Background: an optimization exercise with open tools, aiming at small area and a short achievable clock period. Do not read the settings as production practice.
No functional check of the RTL was part of any run shown here.
Power figures rest on the tool's default switching activity, not on a simulated workload.

## flow/design.v (module list and top-level ports; edited modules follow where they fit)
// module DSP: 1298 lines
module DSP (A,B,D,C,CLK,CARRYIN,OPMODE,BCIN,RSTA,RSTB,RSTM,
RSTP,RSTC,RSTD,RSTCARRYIN,RSTOPMODE,CEA,CEB,CEM,CEP,CEC,CED,
CECARRYIN,CEOPMODE,PCIN,BCOUT,PCOUT,P,M,CARRYOUT,CARRYOUTF);
  // ...
==> flow/flow/run.sh <==
#!/bin/bash
# The standard layout (standard.sh: standard synthesis, then ORFS to
# finish), with one change: the port buffers are plain buffers (buf_2 from
# buffer_ports, then buf_1 on the inputs) instead of the delay cell
# buffer_ports picks by default.  Each tool's output is in orfs/logs.
set -euo pipefail
HERE=$(pwd)
cat >> config.mk <<EOC
export BUFFER_PORTS_ARGS = -buffer_cell sky130_fd_sc_hd__buf_2
export PRE_RESIZE_TCL = $HERE/flow/ports.tcl
EOC
bash standard.sh > standard.log 2>&1
==> flow/flow/ports.tcl <==
# Before repair_design: the input ports' buffers become buf_1.
set n 0
foreach bterm [[ord::get_db_block] getBTerms] {
  if {[$bterm getIoType] ne "INPUT"} { continue }
  set net [$bterm getNet]
  if {$net eq "NULL" || [$net getSigType] eq "CLOCK"} { continue }
  foreach iterm [$net getITerms] {
    set inst [$iterm getInst]
    if {[[$inst getMaster] getName] eq "sky130_fd_sc_hd__buf_2"} {
      replace_cell [get_cells [$inst getName]] sky130_fd_sc_hd__buf_1
      incr n
    }
  }
}
puts "flow/ports.tcl: $n input buffers set to buf_1"
==> flow/standard.sh <==
#!/bin/bash
# synth_recipe.tcl (not shown) runs the flow's synth.tcl, then flattens the netlist and writes it again
# the make line also repeats each setting of config.mk as NAME=value (left out here)
make -C /OpenROAD-flow-scripts/flow DESIGN_CONFIG=/design/flow/config.mk WORK_HOME=/design/flow/orfs CLKGATE_MAP_FILE= SYNTH_SCRIPT=/design/flow/synth_recipe.tcl "${@:-finish}"
==> flow/config.mk <==
export PLATFORM = sky130hd
export DESIGN_NAME = DSP
export DESIGN_NICKNAME = DSP
export VERILOG_FILES = /design/flow/design.v
export SDC_FILE = /design/flow/constraint.sdc
export NUM_CORES = 4
export LEC_CHECK = 0
export ABC_AREA = 1
export CAP_MARGIN = 20
export CORE_MARGIN = 2
export CORE_UTILIZATION = 40
export SETUP_SLACK_MARGIN = 3.0
export SLEW_MARGIN = 20
export BUFFER_PORTS_ARGS = -buffer_cell sky130_fd_sc_hd__buf_2
export PRE_RESIZE_TCL = /design/flow/flow/ports.tcl
==> flow/constraint.sdc <==
create_clock -name core_clock -period 7.0 [get_ports {CLK}]
set_input_delay 1.4000 -clock core_clock [delete_from_list [all_inputs] [get_ports {CLK}]]
set_output_delay 1.4000 -clock core_clock [all_outputs]
set_load 0.01 [all_outputs]
==> impl_metrics.csv, run 1 <==
group,metric,value,unit
clock_tree,cts-root-buf,"clkbuf_16",
final_layout,multi_input_area_share,58.1,%
place,portBuffers,326,
routing,dr.pass1.iters,8,
place,dp_hpwl,61.1,mm
die,die_area,0.0584,mm2
worst_setup_path,cp_top_family,"adder cells",
timing,fin_skew,0.0177,ns
logic_synthesis,synth.top_cells.by_count,"nand2_1, inv_1, a21oi_1",
timing,finalSetupViolCount,0,
power,p_per_area,295,mW/mm2
global_routing,met1_usage,36.7,%
logic_synthesis,yosysTopAreaCell,"dfxtp_1",
timing,worst_hold_slack,0.461,ns
logic_synthesis,yosysUniqueCellTypes,50,
final_layout,seq_share,16.8,%
routing,wl_met3,7.08,mm
clock_tree,clk_latency,0.61,ns
power,p_leak,13.1,nW
logic_synthesis,netlist_area,0.0226,mm2
power,pwr-share-comb,58.5,%
logic_synthesis,syn-num-nets,3659,
die,die_w,242,um
global_routing,met3_usage,4.64,%
timing,worst_slew_margin_rel,27.5,%
routing,drtIter0Drc,2144,
worst_setup_path,slowest_stage,"fa_2",
timing,timing.final.ws_setup,2.83,ns
routing,ant_nets,0,
status,outcome,"timing/DRC/antenna clean",
routing,viasPerCell,5.33,
==> inputs of run 2 (changes only) <==
--- a/flow/design.v
+++ b/flow/design.v
@@ -25,17 +25,17 @@
   output [47:0] P;
   output [35:0] M;
   output CARRYOUT,CARRYOUTF;
   reg [7:0] opm;
   reg [17:0] dr, ar, br;
   reg [47:0] cr, pr;
   reg cyi, cyo;
   reg [35:0] ms;
-  reg [35:2] mc;
+  reg [35:1] mc;
   wire s6 = opm[6];
   wire [17:0] bx = B ^ {18{s6}};
   wire pre_hp0 = dr[0] ^ bx[0];
   wire pre_hg0 = dr[0] & bx[0];
   wire pre_hp1 = dr[1] ^ bx[1];
   wire pre_hg1 = dr[1] & bx[1];
   wire pre_hp2 = dr[2] ^ bx[2];
   wire pre_hg2 = dr[2] & bx[2];
@@ -702,233 +702,233 @@
   wire s522 = s520 ^ pp178 ^ c517;
   wire c523 = (s520 & pp178) | (s520 & c517) | (pp178 & c517);
   wire s524 = nc207 ^ c521 ^ pp179;
   wire c525 = (nc207 & c521) | (nc207 & pp179) | (c521 & pp179);
   wire s526 = ns180 ^ pp197 ^ pp198;
   wire c527 = (ns180 & pp197) | (ns180 & pp198) | (pp197 & pp198);
   wire s528 = neg0 ^ pp1;
   wire c529 = neg0 & pp1;
-  wire p530 = pp2 ^ c529;
-  wire g531 = pp2 & c529;
-  wire p532 = pp3 ^ s208;
-  wire g533 = pp3 & s208;
-  wire p534 = c209 ^ s210;
-  wire g535 = c209 & s210;
-  wire p536 = s212 ^ s214;
-  wire g537 = s212 & s214;
-  wire p538 = s216 ^ s218;
-  wire g539 = s216 & s218;
-  wire p540 = s222 ^ s224;
-  wire g541 = s222 & s224;
-  wire p542 = s228 ^ s230;
-  wire g543 = s228 & s230;
-  wire p544 = c231 ^ s238;
-  wire g545 = c231 & s238;
-  wire p546 = s244 ^ s246;
-  wire g547 = s244 & s246;
-  wire p548 = s254 ^ s256;
-  wire g549 = s254 & s256;
-  wire p550 = c257 ^ s266;
-  wire g551 = c257 & s266;
-  wire p552 = c267 ^ s278;
-  wire g553 = c267 & s278;
-  wire p554 = s288 ^ s290;
-  wire g555 = s288 & s290;
-  wire p556 = c291 ^ s304;
-  wire g557 = c291 & s304;
-  wire p558 = c305 ^ s318;
-  wire g559 = c305 & s318;
-  wire p560 = c319 ^ s334;
-  wire g561 = c319 & s334;
-  wire p562 = c335 ^ s350;
-  wire g563 = c335 & s350;
-  wire p564 = c351 ^ s366;
-  wire g565 = c351 & s366;
-  wire p566 = c367 ^ s382;
-  wire g567 = c367 & s382;
-  wire p568 = c383 ^ s398;
-  wire g569 = c383 & s398;
-  wire p570 = c399 ^ s414;
-  wire g571 = c399 & s414;
-  wire p572 = c415 ^ s428;
-  wire g573 = c415 & s428;
-  wire p574 = c429 ^ s442;
-  wire g575 = c429 & s442;
-  wire p576 = s454 ^ c443;
-  wire g577 = s454 & c443;
-  wire p578 = c455 ^ s466;
-  wire g579 = c455 & s466;
-  wire p580 = c467 ^ s476;
-  wire g581 = c467 & s476;
-  wire p582 = c477 ^ s486;
-  wire g583 = c477 & s486;
-  wire p584 = s494 ^ c487;
-  wire g585 = s494 & c487;
-  wire p586 = s502 ^ c495;
-  wire g587 = s502 & c495;
-  wire p588 = c503 ^ s508;
-  wire g589 = c503 & s508;
-  wire p590 = s514 ^ c509;
-  wire g591 = s514 & c509;
-  wire p592 = s518 ^ c515;
-  wire g593 = s518 & c515;
-  wire p594 = c519 ^ s522;
-  wire g595 = c519 & s522;
-  wire p596 = s524 ^ c523;
-  wire g597 = s524 & c523;
-  wire p598 = s526 ^ c525;
-  wire g599 = s526 & c525;
-  wire [35:0] prod_s = {p598, p596, p594, p592, p590, p588, p586, p584, p582, p580, p578, p576, p574, p572, p570, p568, p566, p564, p562, p560, p558, p556, p554, p552, p550, p548, p546, p544, p542, p540, p538, p536, p534, p532, p530, s528};
-  wire [35:0] prod_c = {g597, g595, g593, g591, g589, g587, g585, g583, g581, g579, g577, g575, g573, g571, g569, g567, g565, g563, g561, g559, g557, g555, g553, g551, g549, g547, g545, g543, g541, g539, g537, g535, g533, g531, 1'b0, 1'b0};
+  wire [35:0] prod_s = {s526, s524, c519, s518, s514, c503, s502, s494, c477, c467, c455, s454, c429, c415, c399, c383, c367, c351, c335, c319, c305, c291, s288, c267, c257, s254, s244, c231, s228, s222, s216, s212, c209, pp3, pp2, s528};
+  wire [35:0] prod_c = {c525, c523, s522, c515, c509, s508, c495, c487, s486, s476, s466, c443, s442, s428, s414, s398, s382, s366, s350, s334, s318, s304, s290, s278, s266, s256, s246, s238, s230, s224, s218, s214, s210, s208, c529, 1'b0};
   always @(posedge CLK) begin
     if (RSTM) ms <= 36'd0;
     else if (CEM) ms <= prod_s;
   end
   always @(posedge CLK) begin
-    if (RSTM) mc <= 34'd0;
-    else if (CEM) mc <= prod_c[35:2];
+    if (RSTM) mc <= 35'd0;
+    else if (CEM) mc <= prod_c[35:1];
   end
-  wire [35:0] mc36 = {mc, 2'd0};
-  wire ma_g0_3 = mc36[4] | (ms[3] & mc36[3]);
-  wire ma_p0_3 = ms[3] & ms[2];
-  wire ma_g0_5 = mc36[6] | (ms[5] & mc36[5]);
-  wire ma_p0_5 = ms[5] & ms[4];
-  wire ma_g0_7 = mc36[8] | (ms[7] & mc36[7]);
-  wire ma_p0_7 = ms[7] & ms[6];
-  wire ma_g0_9 = mc36[10] | (ms[9] & mc36[9]);
-  wire ma_p0_9 = ms[9] & ms[8];
-  wire ma_g0_11 = mc36[12] | (ms[11] & mc36[11]);
-  wire ma_p0_11 = ms[11] & ms[10];
-  wire ma_g0_13 = mc36[14] | (ms[13] & mc36[13]);
-  wire ma_p0_13 = ms[13] & ms[12];
-  wire ma_g0_15 = mc36[16] | (ms[15] & mc36[15]);
-  wire ma_p0_15 = ms[15] & ms[14];
-  wire ma_g0_17 = mc36[18] | (ms[17] & mc36[17]);
-  wire ma_p0_17 = ms[17] & ms[16];
-  wire ma_g0_19 = mc36[20] | (ms[19] & mc36[19]);
-  wire ma_p0_19 = ms[19] & ms[18];
-  wire ma_g0_21 = mc36[22] | (ms[21] & mc36[21]);
-  wire ma_p0_21 = ms[21] & ms[20];
-  wire ma_g0_23 = mc36[24] | (ms[23] & mc36[23]);
-  wire ma_p0_23 = ms[23] & ms[22];
-  wire ma_g0_25 = mc36[26] | (ms[25] & mc36[25]);
-  wire ma_p0_25 = ms[25] & ms[24];
-  wire ma_g0_27 = mc36[28] | (ms[27] & mc36[27]);
-  wire ma_p0_27 = ms[27] & ms[26];
-  wire ma_g0_29 = mc36[30] | (ms[29] & mc36[29]);
-  wire ma_p0_29 = ms[29] & ms[28];
-  wire ma_g0_31 = mc36[32] | (ms[31] & mc36[31]);
-  wire ma_p0_31 = ms[31] & ms[30];
-  wire ma_g0_33 = mc36[34] | (ms[33] & mc36[33]);
-  wire ma_p0_33 = ms[33] & ms[32];
-  wire ma_g0_35 = ms[35] & mc36[35];
-  wire ma_p0_35 = ms[35] & ms[34];
-  wire ma_g1_2 = mc36[3] | (ms[2] & mc36[2]);
-  wire ma_p1_2 = ms[2] & ms[1];
-  wire ma_g1_3 = ma_g0_3 | (ma_p0_3 & mc36[2]);
-  wire ma_p1_3 = ma_p0_3 & ms[1];
-  wire ma_g1_6 = mc36[7] | (ms[6] & ma_g0_5);
-  wire ma_p1_6 = ms[6] & ma_p0_5;
+  wire [35:0] mc36 = {mc, 1'd0};
+  wire mp1 = ms[1] ^ mc36[1];
+  wire mg1 = ms[1] & mc36[1];
+  wire mp2 = ms[2] ^ mc36[2];
+  wire mg2 = ms[2] & mc36[2];
+  wire mp3 = ms[3] ^ mc36[3];
+  wire mg3 = ms[3] & mc36[3];
+  wire mp4 = ms[4] ^ mc36[4];
+  wire mg4 = ms[4] & mc36[4];
+  wire mp5 = ms[5] ^ mc36[5];
+  wire mg5 = ms[5] & mc36[5];
+  wire mp6 = ms[6] ^ mc36[6];
+  wire mg6 = ms[6] & mc36[6];
+  wire mp7 = ms[7] ^ mc36[7];
+  wire mg7 = ms[7] & mc36[7];
+  wire mp8 = ms[8] ^ mc36[8];
+  wire mg8 = ms[8] & mc36[8];
+  wire mp9 = ms[9] ^ mc36[9];
+  wire mg9 = ms[9] & mc36[9];
+  wire mp10 = ms[10] ^ mc36[10];
+  wire mg10 = ms[10] & mc36[10];
+  wire mp11 = ms[11] ^ mc36[11];
+  wire mg11 = ms[11] & mc36[11];
+  wire mp12 = ms[12] ^ mc36[12];
+  wire mg12 = ms[12] & mc36[12];
+  wire mp13 = ms[13] ^ mc36[13];
+  wire mg13 = ms[13] & mc36[13];
+  wire mp14 = ms[14] ^ mc36[14];
+  wire mg14 = ms[14] & mc36[14];
+  wire mp15 = ms[15] ^ mc36[15];
+  wire mg15 = ms[15] & mc36[15];
+  wire mp16 = ms[16] ^ mc36[16];
+  wire mg16 = ms[16] & mc36[16];
+  wire mp17 = ms[17] ^ mc36[17];
+  wire mg17 = ms[17] & mc36[17];
+  wire mp18 = ms[18] ^ mc36[18];
+  wire mg18 = ms[18] & mc36[18];
+  wire mp19 = ms[19] ^ mc36[19];
+  wire mg19 = ms[19] & mc36[19];
+  wire mp20 = ms[20] ^ mc36[20];
+  wire mg20 = ms[20] & mc36[20];
+  wire mp21 = ms[21] ^ mc36[21];
+  wire mg21 = ms[21] & mc36[21];
+  wire mp22 = ms[22] ^ mc36[22];
+  wire mg22 = ms[22] & mc36[22];
+  wire mp23 = ms[23] ^ mc36[23];
+  wire mg23 = ms[23] & mc36[23];
+  wire mp24 = ms[24] ^ mc36[24];
+  wire mg24 = ms[24] & mc36[24];
+  wire mp25 = ms[25] ^ mc36[25];
+  wire mg25 = ms[25] & mc36[25];
+  wire mp26 = ms[26] ^ mc36[26];
+  wire mg26 = ms[26] & mc36[26];
+  wire mp27 = ms[27] ^ mc36[27];
+  wire mg27 = ms[27] & mc36[27];
+  wire mp28 = ms[28] ^ mc36[28];
+  wire mg28 = ms[28] & mc36[28];
+  wire mp29 = ms[29] ^ mc36[29];
+  wire mg29 = ms[29] & mc36[29];
+  wire mp30 = ms[30] ^ mc36[30];
+  wire mg30 = ms[30] & mc36[30];
+  wire mp31 = ms[31] ^ mc36[31];
+  wire mg31 = ms[31] & mc36[31];
+  wire mp32 = ms[32] ^ mc36[32];
+  wire mg32 = ms[32] & mc36[32];
+  wire mp33 = ms[33] ^ mc36[33];
+  wire mg33 = ms[33] & mc36[33];
+  wire mp34 = ms[34] ^ mc36[34];
+  wire mg34 = ms[34] & mc36[34];
+  wire mp35 = ms[35] ^ mc36[35];
+  wire mg35 = ms[35] & mc36[35];
+  wire ma_g0_3 = mg3 | (mp3 & mg2);
+  wire ma_p0_3 = mp3 & mp2;
+  wire ma_g0_5 = mg5 | (mp5 & mg4);
+  wire ma_p0_5 = mp5 & mp4;
+  wire ma_g0_7 = mg7 | (mp7 & mg6);
+  wire ma_p0_7 = mp7 & mp6;
+  wire ma_g0_9 = mg9 | (mp9 & mg8);
+  wire ma_p0_9 = mp9 & mp8;
+  wire ma_g0_11 = mg11 | (mp11 & mg10);
+  wire ma_p0_11 = mp11 & mp10;
+  wire ma_g0_13 = mg13 | (mp13 & mg12);
+  wire ma_p0_13 = mp13 & mp12;
+  wire ma_g0_15 = mg15 | (mp15 & mg14);
+  wire ma_p0_15 = mp15 & mp14;
+  wire ma_g0_17 = mg17 | (mp17 & mg16);
+  wire ma_p0_17 = mp17 & mp16;
+  wire ma_g0_19 = mg19 | (mp19 & mg18);
+  wire ma_p0_19 = mp19 & mp18;
+  wire ma_g0_21 = mg21 | (mp21 & mg20);
+  wire ma_p0_21 = mp21 & mp20;
+  wire ma_g0_23 = mg23 | (mp23 & mg22);
+  wire ma_p0_23 = mp23 & mp22;
+  wire ma_g0_25 = mg25 | (mp25 & mg24);
+  wire ma_p0_25 = mp25 & mp24;
+  wire ma_g0_27 = mg27 | (mp27 & mg26);
+  wire ma_p0_27 = mp27 & mp26;
+  wire ma_g0_29 = mg29 | (mp29 & mg28);
+  wire ma_p0_29 = mp29 & mp28;
+  wire ma_g0_31 = mg31 | (mp31 & mg30);
+  wire ma_p0_31 = mp31 & mp30;
+  wire ma_g0_33 = mg33 | (mp33 & mg32);
+  wire ma_p0_33 = mp33 & mp32;
+  wire ma_g0_35 = mg35 | (mp35 & mg34);
+  wire ma_p0_35 = mp35 & mp34;
+  wire ma_g1_2 = mg2 | (mp2 & mg1);
+  wire ma_p1_2 = mp2 & mp1;
+  wire ma_g1_3 = ma_g0_3 | (ma_p0_3 & mg1);
+  wire ma_p1_3 = ma_p0_3 & mp1;
+  wire ma_g1_6 = mg6 | (mp6 & ma_g0_5);
+  wire ma_p1_6 = mp6 & ma_p0_5;
   wire ma_g1_7 = ma_g0_7 | (ma_p0_7 & ma_g0_5);
   wire ma_p1_7 = ma_p0_7 & ma_p0_5;
-  wire ma_g1_10 = mc36[11] | (ms[10] & ma_g0_9);
-  wire ma_p1_10 = ms[10] & ma_p0_9;
+  wire ma_g1_10 = mg10 | (mp10 & ma_g0_9);
+  wire ma_p1_10 = mp10 & ma_p0_9;
   wire ma_g1_11 = ma_g0_11 | (ma_p0_11 & ma_g0_9);
   wire ma_p1_11 = ma_p0_11 & ma_p0_9;
-  wire ma_g1_14 = mc36[15] | (ms[14] & ma_g0_13);
-  wire ma_p1_14 = ms[14] & ma_p0_13;
+  wire ma_g1_14 = mg14 | (mp14 & ma_g0_13);
+  wire ma_p1_14 = mp14 & ma_p0_13;
   wire ma_g1_15 = ma_g0_15 | (ma_p0_15 & ma_g0_13);
   wire ma_p1_15 = ma_p0_15 & ma_p0_13;
-  wire ma_g1_18 = mc36[19] | (ms[18] & ma_g0_17);
-  wire ma_p1_18 = ms[18] & ma_p0_17;
+  wire ma_g1_18 = mg18 | (mp18 & ma_g0_17);
+  wire ma_p1_18 = mp18 & ma_p0_17;
   wire ma_g1_19 = ma_g0_19 | (ma_p0_19 & ma_g0_17);
   wire ma_p1_19 = ma_p0_19 & ma_p0_17;
-  wire ma_g1_22 = mc36[23] | (ms[22] & ma_g0_21);
-  wire ma_p1_22 = ms[22] & ma_p0_21;
+  wire ma_g1_22 = mg22 | (mp22 & ma_g0_21);
+  wire ma_p1_22 = mp22 & ma_p0_21;
   wire ma_g1_23 = ma_g0_23 | (ma_p0_23 & ma_g0_21);
   wire ma_p1_23 = ma_p0_23 & ma_p0_21;
-  wire ma_g1_26 = mc36[27] | (ms[26] & ma_g0_25);
-  wire ma_p1_26 = ms[26] & ma_p0_25;
+  wire ma_g1_26 = mg26 | (mp26 & ma_g0_25);
+  wire ma_p1_26 = mp26 & ma_p0_25;
   wire ma_g1_27 = ma_g0_27 | (ma_p0_27 & ma_g0_25);
   wire ma_p1_27 = ma_p0_27 & ma_p0_25;
-  wire ma_g1_30 = mc36[31] | (ms[30] & ma_g0_29);
-  wire ma_p1_30 = ms[30] & ma_p0_29;
+  wire ma_g1_30 = mg30 | (mp30 & ma_g0_29);
+  wire ma_p1_30 = mp30 & ma_p0_29;
   wire ma_g1_31 = ma_g0_31 | (ma_p0_31 & ma_g0_29);
   wire ma_p1_31 = ma_p0_31 & ma_p0_29;
-  wire ma_g1_34 = mc36[35] | (ms[34] & ma_g0_33);
-  wire ma_p1_34 = ms[34] & ma_p0_33;
+  wire ma_g1_34 = mg34 | (mp34 & ma_g0_33);
+  wire ma_p1_34 = mp34 & ma_p0_33;
   wire ma_g1_35 = ma_g0_35 | (ma_p0_35 & ma_g0_33);
   wire ma_p1_35 = ma_p0_35 & ma_p0_33;
-  wire ma_g2_4 = mc36[5] | (ms[4] & ma_g1_3);
-  wire ma_p2_4 = ms[4] & ma_p1_3;
+  wire ma_g2_4 = mg4 | (mp4 & ma_g1_3);
+  wire ma_p2_4 = mp4 & ma_p1_3;
   wire ma_g2_5 = ma_g0_5 | (ma_p0_5 & ma_g1_3);
   wire ma_p2_5 = ma_p0_5 & ma_p1_3;
   wire ma_g2_6 = ma_g1_6 | (ma_p1_6 & ma_g1_3);
   wire ma_p2_6 = ma_p1_6 & ma_p1_3;
   wire ma_g2_7 = ma_g1_7 | (ma_p1_7 & ma_g1_3);
   wire ma_p2_7 = ma_p1_7 & ma_p1_3;
-  wire ma_g2_12 = mc36[13] | (ms[12] & ma_g1_11);
-  wire ma_p2_12 = ms[12] & ma_p1_11;
+  wire ma_g2_12 = mg12 | (mp12 & ma_g1_11);
+  wire ma_p2_12 = mp12 & ma_p1_11;
   wire ma_g2_13 = ma_g0_13 | (ma_p0_13 & ma_g1_11);
   wire ma_p2_13 = ma_p0_13 & ma_p1_11;
   wire ma_g2_14 = ma_g1_14 | (ma_p1_14 & ma_g1_11);
   wire ma_p2_14 = ma_p1_14 & ma_p1_11;
   wire ma_g2_15 = ma_g1_15 | (ma_p1_15 & ma_g1_11);
   wire ma_p2_15 = ma_p1_15 & ma_p1_11;
-  wire ma_g2_20 = mc36[21] | (ms[20] & ma_g1_19);
-  wire ma_p2_20 = ms[20] & ma_p1_19;
+  wire ma_g2_20 = mg20 | (mp20 & ma_g1_19);
+  wire ma_p2_20 = mp20 & ma_p1_19;
   wire ma_g2_21 = ma_g0_21 | (ma_p0_21 & ma_g1_19);
   wire ma_p2_21 = ma_p0_21 & ma_p1_19;
   wire ma_g2_22 = ma_g1_22 | (ma_p1_22 & ma_g1_19);
   wire ma_p2_22 = ma_p1_22 & ma_p1_19;
   wire ma_g2_23 = ma_g1_23 | (ma_p1_23 & ma_g1_19);
   wire ma_p2_23 = ma_p1_23 & ma_p1_19;
-  wire ma_g2_28 = mc36[29] | (ms[28] & ma_g1_27);
-  wire ma_p2_28 = ms[28] & ma_p1_27;
+  wire ma_g2_28 = mg28 | (mp28 & ma_g1_27);
+  wire ma_p2_28 = mp28 & ma_p1_27;
   wire ma_g2_29 = ma_g0_29 | (ma_p0_29 & ma_g1_27);
   wire ma_p2_29 = ma_p0_29 & ma_p1_27;
   wire ma_g2_30 = ma_g1_30 | (ma_p1_30 & ma_g1_27);
   wire ma_p2_30 = ma_p1_30 & ma_p1_27;
   wire ma_g2_31 = ma_g1_31 | (ma_p1_31 & ma_g1_27);
   wire ma_p2_31 = ma_p1_31 & ma_p1_27;
-  wire ma_g3_8 = mc36[9] | (ms[8] & ma_g2_7);
-  wire ma_p3_8 = ms[8] & ma_p2_7;
+  wire ma_g3_8 = mg8 | (mp8 & ma_g2_7);
+  wire ma_p3_8 = mp8 & ma_p2_7;
   wire ma_g3_9 = ma_g0_9 | (ma_p0_9 & ma_g2_7);
   wire ma_p3_9 = ma_p0_9 & ma_p2_7;
   wire ma_g3_10 = ma_g1_10 | (ma_p1_10 & ma_g2_7);
   wire ma_p3_10 = ma_p1_10 & ma_p2_7;
   wire ma_g3_11 = ma_g1_11 | (ma_p1_11 & ma_g2_7);
   wire ma_p3_11 = ma_p1_11 & ma_p2_7;
   wire ma_g3_12 = ma_g2_12 | (ma_p2_12 & ma_g2_7);
   wire ma_p3_12 = ma_p2_12 & ma_p2_7;
   wire ma_g3_13 = ma_g2_13 | (ma_p2_13 & ma_g2_7);
   wire ma_p3_13 = ma_p2_13 & ma_p2_7;
   wire ma_g3_14 = ma_g2_14 | (ma_p2_14 & ma_g2_7);
   wire ma_p3_14 = ma_p2_14 & ma_p2_7;
   wire ma_g3_15 = ma_g2_15 | (ma_p2_15 & ma_g2_7);
   wire ma_p3_15 = ma_p2_15 & ma_p2_7;
-  wire ma_g3_24 = mc36[25] | (ms[24] & ma_g2_23);
-  wire ma_p3_24 = ms[24] & ma_p2_23;
+  wire ma_g3_24 = mg24 | (mp24 & ma_g2_23);
+  wire ma_p3_24 = mp24 & ma_p2_23;
   wire ma_g3_25 = ma_g0_25 | (ma_p0_25 & ma_g2_23);
   wire ma_p3_25 = ma_p0_25 & ma_p2_23;
   wire ma_g3_26 = ma_g1_26 | (ma_p1_26 & ma_g2_23);
   wire ma_p3_26 = ma_p1_26 & ma_p2_23;
   wire ma_g3_27 = ma_g1_27 | (ma_p1_27 & ma_g2_23);
   wire ma_p3_27 = ma_p1_27 & ma_p2_23;
   wire ma_g3_28 = ma_g2_28 | (ma_p2_28 & ma_g2_23);
   wire ma_p3_28 = ma_p2_28 & ma_p2_23;
   wire ma_g3_29 = ma_g2_29 | (ma_p2_29 & ma_g2_23);
   wire ma_p3_29 = ma_p2_29 & ma_p2_23;
   wire ma_g3_30 = ma_g2_30 | (ma_p2_30 & ma_g2_23);
   wire ma_p3_30 = ma_p2_30 & ma_p2_23;
   wire ma_g3_31 = ma_g2_31 | (ma_p2_31 & ma_g2_23);
   wire ma_p3_31 = ma_p2_31 & ma_p2_23;
-  wire ma_g4_16 = mc36[17] | (ms[16] & ma_g3_15);
-  wire ma_p4_16 = ms[16] & ma_p3_15;
+  wire ma_g4_16 = mg16 | (mp16 & ma_g3_15);
+  wire ma_p4_16 = mp16 & ma_p3_15;
   wire ma_g4_17 = ma_g0_17 | (ma_p0_17 & ma_g3_15);
   wire ma_p4_17 = ma_p0_17 & ma_p3_15;
   wire ma_g4_18 = ma_g1_18 | (ma_p1_18 & ma_g3_15);
   wire ma_p4_18 = ma_p1_18 & ma_p3_15;
   wire ma_g4_19 = ma_g1_19 | (ma_p1_19 & ma_g3_15);
   wire ma_p4_19 = ma_p1_19 & ma_p3_15;
   wire ma_g4_20 = ma_g2_20 | (ma_p2_20 & ma_g3_15);
   wire ma_p4_20 = ma_p2_20 & ma_p3_15;
@@ -949,25 +949,25 @@
   wire ma_g4_28 = ma_g3_28 | (ma_p3_28 & ma_g3_15);
   wire ma_p4_28 = ma_p3_28 & ma_p3_15;
   wire ma_g4_29 = ma_g3_29 | (ma_p3_29 & ma_g3_15);
   wire ma_p4_29 = ma_p3_29 & ma_p3_15;
   wire ma_g4_30 = ma_g3_30 | (ma_p3_30 & ma_g3_15);
   wire ma_p4_30 = ma_p3_30 & ma_p3_15;
   wire ma_g4_31 = ma_g3_31 | (ma_p3_31 & ma_g3_15);
   wire ma_p4_31 = ma_p3_31 & ma_p3_15;
-  wire ma_g5_32 = mc36[33] | (ms[32] & ma_g4_31);
-  wire ma_p5_32 = ms[32] & ma_p4_31;
+  wire ma_g5_32 = mg32 | (mp32 & ma_g4_31);
+  wire ma_p5_32 = mp32 & ma_p4_31;
   wire ma_g5_33 = ma_g0_33 | (ma_p0_33 & ma_g4_31);
   wire ma_p5_33 = ma_p0_33 & ma_p4_31;
   wire ma_g5_34 = ma_g1_34 | (ma_p1_34 & ma_g4_31);
   wire ma_p5_34 = ma_p1_34 & ma_p4_31;
   wire ma_g5_35 = ma_g1_35 | (ma_p1_35 & ma_g4_31);
   wire ma_p5_35 = ma_p1_35 & ma_p4_31;
-  assign M = {ms[35] ^ ma_g5_34, ms[34] ^ ma_g5_33, ms[33] ^ ma_g5_32, ms[32] ^ ma_g4_31, ms[31] ^ ma_g4_30, ms[30] ^ ma_g4_29, ms[29] ^ ma_g4_28, ms[28] ^ ma_g4_27, ms[27] ^ ma_g4_26, ms[26] ^ ma_g4_25, ms[25] ^ ma_g4_24, ms[24] ^ ma_g4_23, ms[23] ^ ma_g4_22, ms[22] ^ ma_g4_21, ms[21] ^ ma_g4_20, ms[20] ^ ma_g4_19, ms[19] ^ ma_g4_18, ms[18] ^ ma_g4_17, ms[17] ^ ma_g4_16, ms[16] ^ ma_g3_15, ms[15] ^ ma_g3_14, ms[14] ^ ma_g3_13, ms[13] ^ ma_g3_12, ms[12] ^ ma_g3_11, ms[11] ^ ma_g3_10, ms[10] ^ ma_g3_9, ms[9] ^ ma_g3_8, ms[8] ^ ma_g2_7, ms[7] ^ ma_g2_6, ms[6] ^ ma_g2_5, ms[5] ^ ma_g2_4, ms[4] ^ ma_g1_3, ms[3] ^ ma_g1_2, ms[2] ^ mc36[2], ms[1] ^ 1'b0, ms[0] ^ 1'b0};
+  assign M = {mp35 ^ ma_g5_34, mp34 ^ ma_g5_33, mp33 ^ ma_g5_32, mp32 ^ ma_g4_31, mp31 ^ ma_g4_30, mp30 ^ ma_g4_29, mp29 ^ ma_g4_28, mp28 ^ ma_g4_27, mp27 ^ ma_g4_26, mp26 ^ ma_g4_25, mp25 ^ ma_g4_24, mp24 ^ ma_g4_23, mp23 ^ ma_g4_22, mp22 ^ ma_g4_21, mp21 ^ ma_g4_20, mp20 ^ ma_g4_19, mp19 ^ ma_g4_18, mp18 ^ ma_g4_17, mp17 ^ ma_g4_16, mp16 ^ ma_g3_15, mp15 ^ ma_g3_14, mp14 ^ ma_g3_13, mp13 ^ ma_g3_12, mp12 ^ ma_g3_11, mp11 ^ ma_g3_10, mp10 ^ ma_g3_9, mp9 ^ ma_g3_8, mp8 ^ ma_g2_7, mp7 ^ ma_g2_6, mp6 ^ ma_g2_5, mp5 ^ ma_g2_4, mp4 ^ ma_g1_3, mp3 ^ ma_g1_2, mp2 ^ mg1, mp1 ^ 1'b0, ms[0] ^ 1'b0};
   wire s7 = opm[7];
   wire [47:0] x = ({48{opm[1:0] == 2'd1}} & {12'd0, M})
                 | ({48{opm[1:0] == 2'd2}} & pr)
                 | ({48{opm[1:0] == 2'd3}} & {dr[11:0], ar, br});
   wire [47:0] z = ({48{opm[3:2] == 2'd1}} & PCIN)
                 | ({48{opm[3:2] == 2'd2}} & pr)
                 | ({48{opm[3:2] == 2'd3}} & cr);
   wire [47:0] xs = x ^ {48{s7}};
==> impl_metrics.csv, run 2 <==
group,metric,value,unit
worst_setup_path,critPathLaunchType,"register",
die,rows,87,
timing,period_minus_slack,4.15,ns
logic_synthesis,syn_area_per_cell,7.01,um2
logic_synthesis,yosysUniqueCellTypes,47,
routing,wl_per_cell,20.4,um
status,outcome,"timing/DRC/antenna clean",
logic_synthesis,synth-xor-area-share,9.53,%
timing,fin_crit_sh,59.3,%
final_layout,instances_no_fill,4344,
worst_setup_path,cp_cell_sequence,"ha_4 > nand2_2 > nor2_2 > and2_4 > nand2_4 > nand2_8 > nand2_4 > nand2_4 > inv_2 > fa_2 > inv_4 > buf_6",
logic_synthesis,yosysTopAreaCellShare,20.4,%
worst_setup_path,slowest_stage,"fa_2",
logic_synthesis,post-synth-top-count-cell,"nand2_1",
die,die_area,0.0587,mm2
logic_synthesis,async_reset_ff_share,0,%
worst_setup_path,slowest_delay,0.56,ns
worst_setup_path,worstSetupEndpointType,"output pin",
routing,drcViolationCount,0,
logic_synthesis,synthFlopType,"dfxtp_1",
clock_tree,cts_tree,"done",
die,coreArea,0.0563,mm2
die,start_util,40.3,%
clock_tree,clk_latency,0.63,ns
place,dpl.cell_count,4108,
hold_path,hold_depth,2,
logic_synthesis,synth_top_family_by_area,"simple AND/OR/NAND/NOR gates",
hold_path,min-delay-start,"cr[46]",
final_layout,drive_gt1_share,23.5,%
worst_setup_path,path_class,"register to output pin",
timing,final-max-slew-violation-count,0,
logic_synthesis,synth_simple_gate_area_share,20.0,%
logic_synthesis,synthTopCellsByArea,"dfxtp_1, fa_1, nand2_1",
logic_synthesis,synth.top_cells.by_count,"nand2_1, inv_1, a21oi_1",
clock_tree,cts_sinks,231,
global_routing,grt_pass1_vias,22300,
clock_tree,cts_buffer_depth,3,
routing,ant_nets,0,
routing,viasPerCell,5.37,
timing,finalHoldViolations,0,
logic_synthesis,yosysSeqAreaShare,20.4,%
final_layout,nets,4026,
worst_setup_path,crit_start,"mc[11]",
global_routing,antenna_found_initial,1,
logic_synthesis,netlist_area,0.0227,mm2
place,dp_hpwl,61.3,mm
logic_synthesis,synthAdderAreaFrac,20.0,%
global_routing,grt_first_pass_wirelength,131,mm
power,p_leak,13.5,nW
logic_synthesis,yosysTopAreaCell,"dfxtp_1",
worst_setup_path,regToRegStartpoint,"ms[3]",
global_routing,globalRoute.totalOverflow,0,
die,die_h,242,um
logic_synthesis,yosysWarnings,1,
worst_setup_path,path_common_cell,"nand2_4",
global_routing,grt_usage,28.7,%
power,p_per_area,261,mW/mm2
clock_tree,cts_inserted_buffers,30,
final_layout,fill_cells,5602,
logic_synthesis,ys_seq_elements,231,
timing,worst_slew_margin_rel,28.4,%
timing,finalSetupViolCount,0,
routing,vias,23300,
worst_setup_path,rr_worst_depth,23,
hold_path,holdCritPathClass,"register to register",
worst_setup_path,critPathMaxFanout,3,
timing,grt_setup_unrepaired,"yes",
final_layout,final_common_cell,"nand2_1",
die,die_w,242,um
final_layout,area_growth,26.0,%
final_layout,final_cell_mix,"nand2_1, inv_1, a21oi_1, xor2_1",
timing,clock.fmax,241,MHz
timing,fin_skew,0.0568,ns
timing,setup_tns,0,ns
worst_setup_path,cp_top_family,"adder cells",
worst_setup_path,worst-path-buf-inv,3,
place,portBuffers,326,
global_routing,grt_max_degree,72,
worst_setup_path,crit_cells,12,
place,routabilityCongestion,0.918,
logic_synthesis,synth-edff-count,0,
routing,drtIter0Drc,2040,
worst_setup_path,crit_required,5.60,ns
logic_synthesis,syn_inst,3237,
clock_tree,cts.htree.levels,1,
clock_tree,clkTransAtPathRegs,0.06,ns
routing,dr.pass1.iters,6,
worst_setup_path,critPathArrivalTime,2.75,ns
logic_synthesis,syn-num-nets,3700,
clock_tree,cts-root-buf,"clkbuf_16",
die,pin_count,346,
logic_synthesis,synth-compound-area-share,16.9,%
power,peakVddDrop,0.244,mV
flow_run,cap_violations,0,
timing,tightestPinTransition,1.07,ns
logic_synthesis,synthMuxAreaShare,0,%
final_layout,largest_registers,"cr x48, pr x48, ms x36",
routing,wl,88.4,mm
==> run 2: worst reg2reg max path: cells and delay by family (launching register included) <==
kind	cells	cell delay, ns
buffers and inverters	1	0.06
AO/OA/AOI/OAI	4	0.70
AND/OR/NAND/NOR	12	1.08
flip-flops	1	0.34
XOR/XNOR	2	0.37
adder cells (fa/ha/maj)	4	1.46
==> run 2: repair_timing <==
| action | CTS | global route |
|---|---|---|
| gates resized for setup | 229 | 284 |
| pin swaps | 48 | 109 |
| setup buffers | 112 | 53 |
| endpoints found under the setup margin | 106 | 87 |
| hold buffers | 0 | 0 |
| cloned | 8 | 5 |
==> run 2: logic make-up after synthesis <==
group | count (synthesis)
compound gates | 649
fa+ha+maj | 269
buf+inv | 723
xor+xnor | 247
flops | 231
simple gates | 1118
==> run 2: where the power goes <==
group,internal [mW],leakage (nW),total [mW],switching (mW)
clock network,1.01,0.524,1.71,0.701
logic,1.65,11.0,4.05,2.39
registers,1.51,1.94,1.70,0.195
total,4.17,13.5,7.46,3.29
==> run 2: layer usage <==
layer  GRT usage (%)  share of wire [%]  up-vias
met3            4.29                7.8      332
li1                -                  -    11000
met2            48.3                 46     1026
met4            13.5                5.9        0
met1            36.1                 40    11000
met5               0                  0        -
==> run 2: stage by stage <==
step	instance area, um2	hold slack [ns]	total power, mW	utilization [%]	setup WS [ns]
finish	28600	0.462	7.46	50.8	2.85
global route	28600	0.481	8.03	50.8	2.72
CTS	27100	0.462	7.20	48.1	2.85
detailed placement	24200	0.452	5.17	43.0	1.96
global placement	24400	0.449	5.16	43.3	1.98
floorplan	22800	0.427	4.09	-	2.99
==> run 2: path summary, 6_finish.rpt <==
kind | endpoint | slack [ns]
hold / removal | cr[46] | 0.46
setup / recovery | M[32] | 2.85
hold reg to reg | cr[46] | 0.46
setup reg to reg | pr[32] | 2.91
==> run 2: area by class of cell <==
type	instances	area (um2)	area share (%)
antenna	1	2.50	0.00875
timing repair buffer	528	3160	11.1
timing repair inverter	9	56.3	0.197
clock inverter	16	233	0.814
inverter	479	1920	6.72
tap	756	946	3.31
sequential	231	4750	16.6
clock buffer	40	848	2.97
multi-input combinational	2284	16700	58.3

separate check: timing with driven ports:
No port has a modelled driver above. Below, the same layouts with a new extraction and two added sets of constraints. Step 1, drivers: a clkbuf_16 drives CLK and a buf_2 each remaining input, both assumed. Step 2 also shifts input and output timing later by t, the mid clock arrival at the registers, as if the neighbouring blocks saw the same clock. a / b / c = ideal / step 1 / step 2; a / b = the first two.
run | t, ns | setup WS [ns] | latest minus earliest clock arrival (ns) | slew at the worst register clock pin (ns) | pins driven straight from the clock port
run 1 | 0.663 | 2.832 / 2.832 / 2.832 | 0.018 / 0.018 | 0.07 / 0.07 | 1
run 2 | 0.664 | 2.851 / 2.789 / 2.912 | 0.057 / 0.057 | 0.07 / 0.07 | 1
After both steps every run listed still meets setup and hold.
